From an optimization exercise on the open Yosys and OpenROAD flow, aimed at small area and a short achievable clock period; shortcuts taken in it are not production practice.
The RTL was checked by simulation tests, not by an equivalence proof against the original design.

<file path="flow/config.mk">
export PLATFORM = sky130hd
export DESIGN_NAME = final_log
export DESIGN_NICKNAME = final_log
export VERILOG_FILES = /design/flow/design.v
export SDC_FILE = /design/flow/constraint.sdc
export NUM_CORES = 4
export LEC_CHECK = 0
export CAP_MARGIN = 20
export CORE_MARGIN = 2
export CORE_UTILIZATION = 40
export SLEW_MARGIN = 20
</file>
<file path="flow/constraint.sdc">
create_clock -name core_clock -period 60.0 [get_ports {clk}]
set_input_delay 12.0000 -clock core_clock [delete_from_list [all_inputs] [get_ports {clk}]]
set_output_delay 12.0000 -clock core_clock [all_outputs]
set_load 0.01 [all_outputs]
</file>
<file path="flow/design.v">
`timescale 1ns / 1ps
module final_log(clk, reset, base, in_data, out_data );
    input clk, reset;
    input [1:0] base;
    input [31:0] in_data;
    output reg [31:0] out_data;
    reg [23:0] temp_x, temp_y, err;
    reg [7:0] exp;
    reg [7:0] temp_exp;
    reg [4:0] count;
    reg flag;
    reg [31:0] next_data;
    integer i;
    always@(*)
    begin
         exp = in_data[30:23] - 8'd127;
         temp_x = {1'b1,in_data[22:0]};
         temp_y = 24'd0;
         err = 24'd0;
         temp_exp = 8'd0;
         count = 5'd0;
         flag = 1'b0;
         next_data = 32'hffffffff;
                if(in_data[31]==1'b1)
                    next_data = 32'hffffffff;   
                    else if(exp > 8'd9)
                    next_data = 32'hffffffff;   
                    else
                       begin 
                       if(base ==2'b00)
				        begin  
                            case (exp)
                                8'd0 :begin
                                        temp_x = temp_x >> 1 ;                           
                                        temp_y = 24'b000001001101000100000101 ;         
                                      end
                                8'd1 :begin
                                        temp_x = temp_x >> 1 ;                           
                                        temp_y = 24'b000010011010001000001010 ;         
                                      end
                                8'd2 :begin
                                        temp_x = temp_x >> 1 ;                           
                                        temp_y = 24'b000011100111001100001110 ;         
                                      end
                                8'd3 :begin
                                        temp_x = temp_x >> 1 ;                           
                                        temp_y = 24'b000100110100010000010011 ;         
                                      end
                                8'd4 :begin
                                        temp_x = temp_x >> 1 ;                           
                                        temp_y = 24'b000110000001010100011000 ;         
                                      end
                                8'd5 :begin
                                        temp_x = temp_x >> 1 ;                           
                                        temp_y = 24'b000111001110011000011101 ;         
                                      end
                                8'd6 :begin
                                        temp_x = temp_x >> 1 ;                           
                                        temp_y = 24'b001000011011011100100010 ;         
                                      end
                                8'd7 :begin
                                        temp_x = temp_x >> 1 ;                           
                                        temp_y = 24'b001001101000100000100111 ;         
                                      end
                                8'd8 :begin
                                        temp_x = temp_x >> 1 ;                           
                                        temp_y = 24'b001010110101100100101011 ;         
                                      end
                                8'd9 :begin
                                        temp_x = temp_x >> 1 ;                           
                                        temp_y = 24'b001100000010101000110000 ;         
                                      end       
                            endcase
                            if( ((temp_x + (temp_x>>1)) & 24'h800000)==24'd0)
                                begin
                                temp_x = temp_x + (temp_x>>1) ;                          
                                temp_y = temp_y - 24'b000000101101000101000101 ;         
                                end
                            if( ((temp_x + (temp_x>>2)) & 24'h800000)==24'd0) 
                                begin
                                temp_x = temp_x + (temp_x>>2) ;                           
                                temp_y = temp_y - 24'b000000011000110011110010 ;         
                                end
                            if( ((temp_x + (temp_x>>3)) & 24'h800000)==24'd0) 
                                begin
                                temp_x = temp_x + (temp_x>>3) ;                           
                                temp_y = temp_y - 24'b000000001101000110000101 ;         
                                end
                            if( ((temp_x + (temp_x>>4)) & 24'h800000)==24'd0) 
                                begin
                                temp_x = temp_x + (temp_x>>4) ;                           
                                temp_y = temp_y - 24'b000000000110101111011000 ;         
                                end
                            if( ((temp_x + (temp_x>>5)) & 24'h800000)==24'd0) 
                                begin
                                temp_x = temp_x + (temp_x>>5) ;                           
                                temp_y = temp_y - 24'b000000000011011010111101 ;         
                                end
                            if( ((temp_x + (temp_x>>6)) & 24'h800000)==24'd0) 
                                begin
                                temp_x = temp_x + (temp_x>>6) ;                           
                                temp_y = temp_y - 24'b000000000001101110010100 ;         
                                end
                             if( ((temp_x + (temp_x>>7)) & 24'h800000)==24'd0) 
                                begin
                                temp_x = temp_x + (temp_x>>7) ;                           
                                temp_y = temp_y - 24'b000000000000110111011000 ;         
                                end   
                             err = 24'h800000 - temp_x;
                             err = err >> 3 ;
                             temp_y = temp_y - err;
                             flag=0;
                             count=0;
                             for( i=0; i<24; i=i+1)
                                if(temp_y[23-i]==0 && flag == 0)
                                 count=count+1;
                                 else flag=1;
                             if (count <= 32'd3)
                                begin
                                temp_y = temp_y >> (3 - count);
                                temp_exp = 3-count +8'd127;
                                end
                               else
                                begin
                                temp_y = temp_y << (count - 3);
                                temp_exp = 8'd127 - (count - 3);
                                end
                              next_data = {1'd0,temp_exp[7:0],temp_y[19:0],3'b0}; 
                         end 
                       else if(base == 2'b01)
                        begin
                            case (exp)
                                8'd0 :begin
                                        temp_x = temp_x >> 1 ;                           
                                        temp_y = 24'b000010110001011100100001 ;         
                                      end
                                8'd1 :begin
                                        temp_x = temp_x >> 1 ;                           
                                        temp_y = 24'b000101100010111001000011 ;         
                                      end
                                8'd2 :begin
                                        temp_x = temp_x >> 1 ;                           
                                        temp_y = 24'b001000010100010101100100 ;         
                                      end
                                8'd3 :begin
                                        temp_x = temp_x >> 1 ;                           
                                        temp_y = 24'b001011000101110010000110 ;         
                                      end
                                8'd4 :begin
                                        temp_x = temp_x >> 1 ;                           
                                        temp_y = 24'b001101110111001110100111 ;         
                                      end
                                8'd5 :begin
                                        temp_x = temp_x >> 1 ;                           
                                        temp_y = 24'b010000101000101011001001 ;         
                                      end
                                8'd6 :begin
                                        temp_x = temp_x >> 1 ;                           
                                        temp_y = 24'b010011011010000111101010 ;         
                                      end
                                8'd7 :begin
                                        temp_x = temp_x >> 1 ;                           
                                        temp_y = 24'b010110001011100100001100 ;         
                                      end
                                8'd8 :begin
                                        temp_x = temp_x >> 1 ;                           
                                        temp_y = 24'b011000111101000000101101 ;         
                                      end
                                8'd9 :begin
                                        temp_x = temp_x >> 1 ;                           
                                        temp_y = 24'b011011101110011101001111 ;         
                                      end       
                            endcase
                            if( ((temp_x + (temp_x>>1)) & 24'h800000)==24'd0)
                                begin
                                temp_x = temp_x + (temp_x>>1) ;                          
                                temp_y = temp_y - 24'b000001100111110011001001 ;         
                                end
                            if( ((temp_x + (temp_x>>2)) & 24'h800000)==24'd0) 
                                begin
                                temp_x = temp_x + (temp_x>>2) ;                           
                                temp_y = temp_y - 24'b000000111001000111111111 ;         
                                end
                            if( ((temp_x + (temp_x>>3)) & 24'h800000)==24'd0) 
                                begin
                                temp_x = temp_x + (temp_x>>3) ;                           
                                temp_y = temp_y - 24'b000000011110001001110000 ;         
                                end
                            if( ((temp_x + (temp_x>>4)) & 24'h800000)==24'd0) 
                                begin
                                temp_x = temp_x + (temp_x>>4) ;                           
                                temp_y = temp_y - 24'b000000001111100001010010 ;         
                                end
                            if( ((temp_x + (temp_x>>5)) & 24'h800000)==24'd0) 
                                begin
                                temp_x = temp_x + (temp_x>>5) ;                           
                                temp_y = temp_y - 24'b000000000111111000001010 ;         
                                end
                            if( ((temp_x + (temp_x>>6)) & 24'h800000)==24'd0) 
                                begin
                                temp_x = temp_x + (temp_x>>6) ;                           
                                temp_y = temp_y - 24'b000000000011111110000001 ;         
                                end
                             if( ((temp_x + (temp_x>>7)) & 24'h800000)==24'd0) 
                                begin
                                temp_x = temp_x + (temp_x>>7) ;                           
                                temp_y = temp_y - 24'b000000000001111111100000 ;         
                                end   
                             err = 24'h800000 - temp_x;
                             err = err >> 3 ;
                             temp_y = temp_y - err;
                             flag=0;
                             count=0;
                             for( i=0; i<24; i=i+1)
                                if(temp_y[23-i]==0 && flag == 0)
                                 count=count+1;
                                 else flag=1;
                             if (count <= 32'd3)
                                begin
                                temp_y = temp_y >> (3 - count);
                                temp_exp = 3-count +8'd127;
                                end
                               else
                                begin
                                temp_y = temp_y << (count - 3);
                                temp_exp = 8'd127 - (count - 3);
                                end
                              next_data = {1'd0,temp_exp[7:0],temp_y[19:0],3'b0}; 
                          end   
                     else 
                        begin
                            case (exp)
                                8'd0 :begin
                                        temp_x = temp_x >> 1 ;                           
                                        temp_y = 24'b000100000000000000000000 ;         
                                      end
                                8'd1 :begin
                                        temp_x = temp_x >> 1 ;                           
                                        temp_y = 24'b001000000000000000000000 ;         
                                      end
                                8'd2 :begin
                                        temp_x = temp_x >> 1 ;                           
                                        temp_y = 24'b001100000000000000000000 ;         
                                      end
                                8'd3 :begin
                                        temp_x = temp_x >> 1 ;                           
                                        temp_y = 24'b010000000000000000000000 ;         
                                      end
                                8'd4 :begin
                                        temp_x = temp_x >> 1 ;                           
                                        temp_y = 24'b010100000000000000000000 ;         
                                      end
                                8'd5 :begin
                                        temp_x = temp_x >> 1 ;                           
                                        temp_y = 24'b011000000000000000000000 ;         
                                      end
                                8'd6 :begin
                                        temp_x = temp_x >> 1 ;                           
                                        temp_y = 24'b011100000000000000000000 ;         
                                      end
                                8'd7 :begin
                                        temp_x = temp_x >> 1 ;                           
                                        temp_y = 24'b100000000000000000000000 ;         
                                      end
                                8'd8 :begin
                                        temp_x = temp_x >> 1 ;                           
                                        temp_y = 24'b100100000000000000000000 ;         
                                      end
                                8'd9 :begin
                                        temp_x = temp_x >> 1 ;                           
                                        temp_y = 24'b101000000000000000000000 ;         
                                      end       
                            endcase
                            if( ((temp_x + (temp_x>>1)) & 24'h800000)==24'd0)
                                begin
                                temp_x = temp_x + (temp_x>>1) ;                          
                                temp_y = temp_y - 24'b000010010101110000000010 ;         
                                end
                            if( ((temp_x + (temp_x>>2)) & 24'h800000)==24'd0) 
                                begin
                                temp_x = temp_x + (temp_x>>2) ;                           
                                temp_y = temp_y - 24'b000001010010011010011110 ;         
                                end
                            if( ((temp_x + (temp_x>>3)) & 24'h800000)==24'd0) 
                                begin
                                temp_x = temp_x + (temp_x>>3) ;                           
                                temp_y = temp_y - 24'b000000101011100000000011 ;         
                                end
                            if( ((temp_x + (temp_x>>4)) & 24'h800000)==24'd0) 
                                begin
                                temp_x = temp_x + (temp_x>>4) ;                           
                                temp_y = temp_y - 24'b000000010110011000111111 ;         
                                end
                            if( ((temp_x + (temp_x>>5)) & 24'h800000)==24'd0) 
                                begin
                                temp_x = temp_x + (temp_x>>5) ;                           
                                temp_y = temp_y - 24'b000000001011010111010111 ;         
                                end
                            if( ((temp_x + (temp_x>>6)) & 24'h800000)==24'd0) 
                                begin
                                temp_x = temp_x + (temp_x>>6) ;                           
                                temp_y = temp_y - 24'b000000000101101110011110 ;         
                                end
                             if( ((temp_x + (temp_x>>7)) & 24'h800000)==24'd0) 
                                begin
                                temp_x = temp_x + (temp_x>>7) ;                           
                                temp_y = temp_y - 24'b000000000010110111111101 ;         
                                end   
                             err = 24'h800000 - temp_x;
                             err = err >> 3 ;
                             temp_y = temp_y - err;
                             flag=0;
                             count=0;
                             for( i=0; i<24; i=i+1)
                                if(temp_y[23-i]==0 && flag == 0)
                                 count=count+1;
                                 else flag=1;
                             if (count <= 32'd3)
                                begin
                                temp_y = temp_y >> (3 - count);
                                temp_exp = 3-count +8'd127;
                                end
                               else
                                begin
                                temp_y = temp_y << (count - 3);
                                temp_exp = 8'd127 - (count - 3);
                                end
                              next_data = {1'd0,temp_exp[7:0],temp_y[19:0],3'b0}; 
                          end     
                       end
    end
    always@(posedge clk or posedge reset)
    begin
        if(reset)
        out_data <= 0;
        else
        out_data <= next_data;
    end
endmodule
</file>
<file path="flow/run.sh">
#!/bin/bash
# synth_recipe.tcl (not shown) runs the flow's synth.tcl, then flattens the netlist and writes it again
# the make line also repeats each setting of config.mk as NAME=value (left out here)
make -C /OpenROAD-flow-scripts/flow DESIGN_CONFIG=/design/flow/config.mk WORK_HOME=/design/flow/orfs CLKGATE_MAP_FILE= SYNTH_SCRIPT=/design/flow/synth_recipe.tcl finish
</file>
==> results.toml <==
[status]
status = "no timing/DRC/antenna violations"

[yosys]
synth-edff-count = 0
syn_area_per_cell_sq_um = 6.617
ys_seq_elements = 29
syn-num-nets = 6200
syn_area_sq_um = 38700
synth_top_cells_by_count = "nand2_1, nor2_1, a21oi_1"
postSynthCellCount = 5849
synthTopCellsByArea = "ha_1, xnor2_1, nand2_1"
ys_seq_area_frac = 0.01875
ys.flop_type = "dfrtp_1"
synthDistinctLibCells = 140
synth.most_common_cell = "nand2_1"
synth_top_area_frac = 0.09796
synth-warning-count = 1
async_flop_share = 1.000
synth_top_cell_by_area = "ha_1"

[final_layout]
diodes = 0
largest_reg_flops = 29
fin_area_sq_um = 42720
reg_top3 = "out_data (29)"
finalNetCount = 6202
drive_gt1_frac = 0.1041
largest-register = "out_data"
final_util = 0.4438
area_delta_synth_final_pct = 10.40

[routing]
wl_per_cell_microns = 20.15
drt_iter0_markers = 3891
ant_nets = 0
via_count = 43740
drt_wl_total_microns = 143700
remaining_drc_errors = 0
drt_pass1_iterations = 8
routed_via_density = 6.137

[timing]
setup_slack_ns = 2.834
relSlewSlack = 0.2690
timing.hold.ws_ns = 12.11
finalSetupViolCount = 0
timing.setup.tns_ns = 0
max_freq_mhz = 17.49
fin_crit_sh = 0.9528
hold_viol_final = 0
worstMarginPinSlew_ns = 1.089
rsz0062_at_grt = "true"
min_period_ns = 57.17
slew_viol_final = 0

[clock_network]
cts_sinks = 29
clock_path_buffers = 2
cts_tree = "built"
cts_htree_levels = 2
cts_root_buffer = "clkbuf_16"
clkTransAtPathRegs_ns = 0.05
cts-buffers-inserted = 5

[place]
gp_congestion = 1.001
post-place-ws_ns = -2.385
place_area_sq_um = 40880
dp_hpwl_microns = 117200
port_buffers = 67

[global_route]
grt_max_degree = 58
track_usage = 0.2741
antenna_found_initial = 0
grt_pass1_wl_microns = 224600
grt_pass1_vias = 40440
overflow = 0

[worst_setup_path]
worstPathMaxFanout = 34
start_kind = "primary input"
path_common_cell = "ha_1"
crit_family = "compound AO/OA/AOI/OAI gates"
cp-end-kind = "flip-flop"
required_ns = 60.11
crit_path_top_delay_cell = "or4b_4"
cp_slowest_stage_delay_ns = 0.61
worst_ep_arrival_time_ns = 57.28
cp_num_buf_inv = 25
path_class = "in2reg"

[floorplanning]
die_h_microns = 315.1
die_area_sq_um = 99260
core_sq_um = 96280
initial_core_util = 0.4020
fp-row-count = 114
die_w_microns = 315.1
io_pins = 68

[min_path]
hold_path_class = "in2async"

[flow_run]
max-cap-violations = 0
==> layer usage <==
metal | GRT usage | up-vias | share of wire
met4 | 0.09318 | 0 | 0.039
li1 | - | 21380 | -
met3 | 0.01237 | 290 | 0.044
met5 | 0 | - | 0
met1 | 0.3577 | 20680 | 0.44
met2 | 0.4799 | 1387 | 0.48
==> cells in the final DEF, fill, tap and decap left out, types with 47 or more instances in the layout <==
| master | instances |
|---|---|
| a211oi_1 | 74 |
| a21o_1 | 119 |
| a21oi_1 | 475 |
| a31oi_1 | 71 |
| and2_1 | 80 |
| and3_1 | 75 |
| buf_4 | 189 |
| clkdlybuf4s50_1 | 67 |
| ha_1 | 279 |
| inv_1 | 256 |
| mux2_2 | 59 |
| mux2i_1 | 155 |
| nand2_1 | 716 |
| nand2b_1 | 83 |
| nand3_1 | 189 |
| nand4_1 | 47 |
| nor2_1 | 522 |
| nor2b_1 | 66 |
| nor3_1 | 125 |
| o211ai_1 | 52 |
| o21a_1 | 48 |
| o21ai_0 | 356 |
| o31ai_1 | 48 |
| or3_1 | 65 |
| xnor2_1 | 383 |
| xor2_1 | 200 |
==> per-stage QoR <==
stage,std cells
floorplan,5849
global placement,7061
detailed placement,7061
CTS,7074
global route,7128
finish,7128
==> cell type report <==
type,instances,area (sq um)
fill,10260,53560
multi-input combinational,5266,36870
timing repair buffer,269,2282
tap,1276,1597
inverter,280,1057
sequential,29,725.7
clock buffer,5,125.1
clock inverter,3,65.06
==> kinds of logic after synthesis <==
group | count (synthesis) | share of synthesized area
and+or+nand+nor | 2240 | 0.2823
AOI/OAI and AO/OA | 1820 | 0.3108
muxes | 230 | 0.06243
DFF | 29 | 0.01875
xor gates and xnor gates | 638 | 0.1559
adders and majority gates | 336 | 0.1097
buffers and inverters | 556 | 0.06017
==> worst max path at each step <==
stage                         to  slack [ns]  cells past startpoint        start
floorplan           out_data[18]       0.003                    267  in_data[28]
global placement    out_data[21]       -1.77                    233  in_data[29]
detailed placement  out_data[21]       -2.38                    233  in_data[29]
CTS                 out_data[18]        0.03                    235  in_data[28]
global route        out_data[21]       -0.41                    237  in_data[28]
finish              out_data[14]        2.83                    230  in_data[28]
==> repair_timing <==
action	CTS	global route
gates cloned	0	3
gates resized for setup	37	207
setup endpoints to repair	27	27
hold endpoints to repair	0	0
buffers inserted	5	51
hold buffers	0	0
pin swaps	2	38

-- port drivers added, routing unchanged --
The results above use ideal ports. As a check the final layout listed here was re-extracted and re-timed, cells and wires unchanged. Step 1 assumes that a clkbuf_16 drives the clock port and a buf_2 every other input. Step 2 also shifts input and output timing later by t, the mid clock arrival at the registers, as if the neighbouring blocks saw the same clock. Three values: ideal, step 1, step 2; two values: the first two.
t, ns: 0.300
setup slack, ns: 2.834 / 2.841 / 2.541
worst hold slack (ns): 12.105 / 12.097 / 12.397
worst register clock-pin slew, ns: 0.05 / 0.05
After both steps this run still meets setup and hold. For this run, drivers alone change the setup slack by +0.007 ns; drivers and shift together by -0.293 ns.
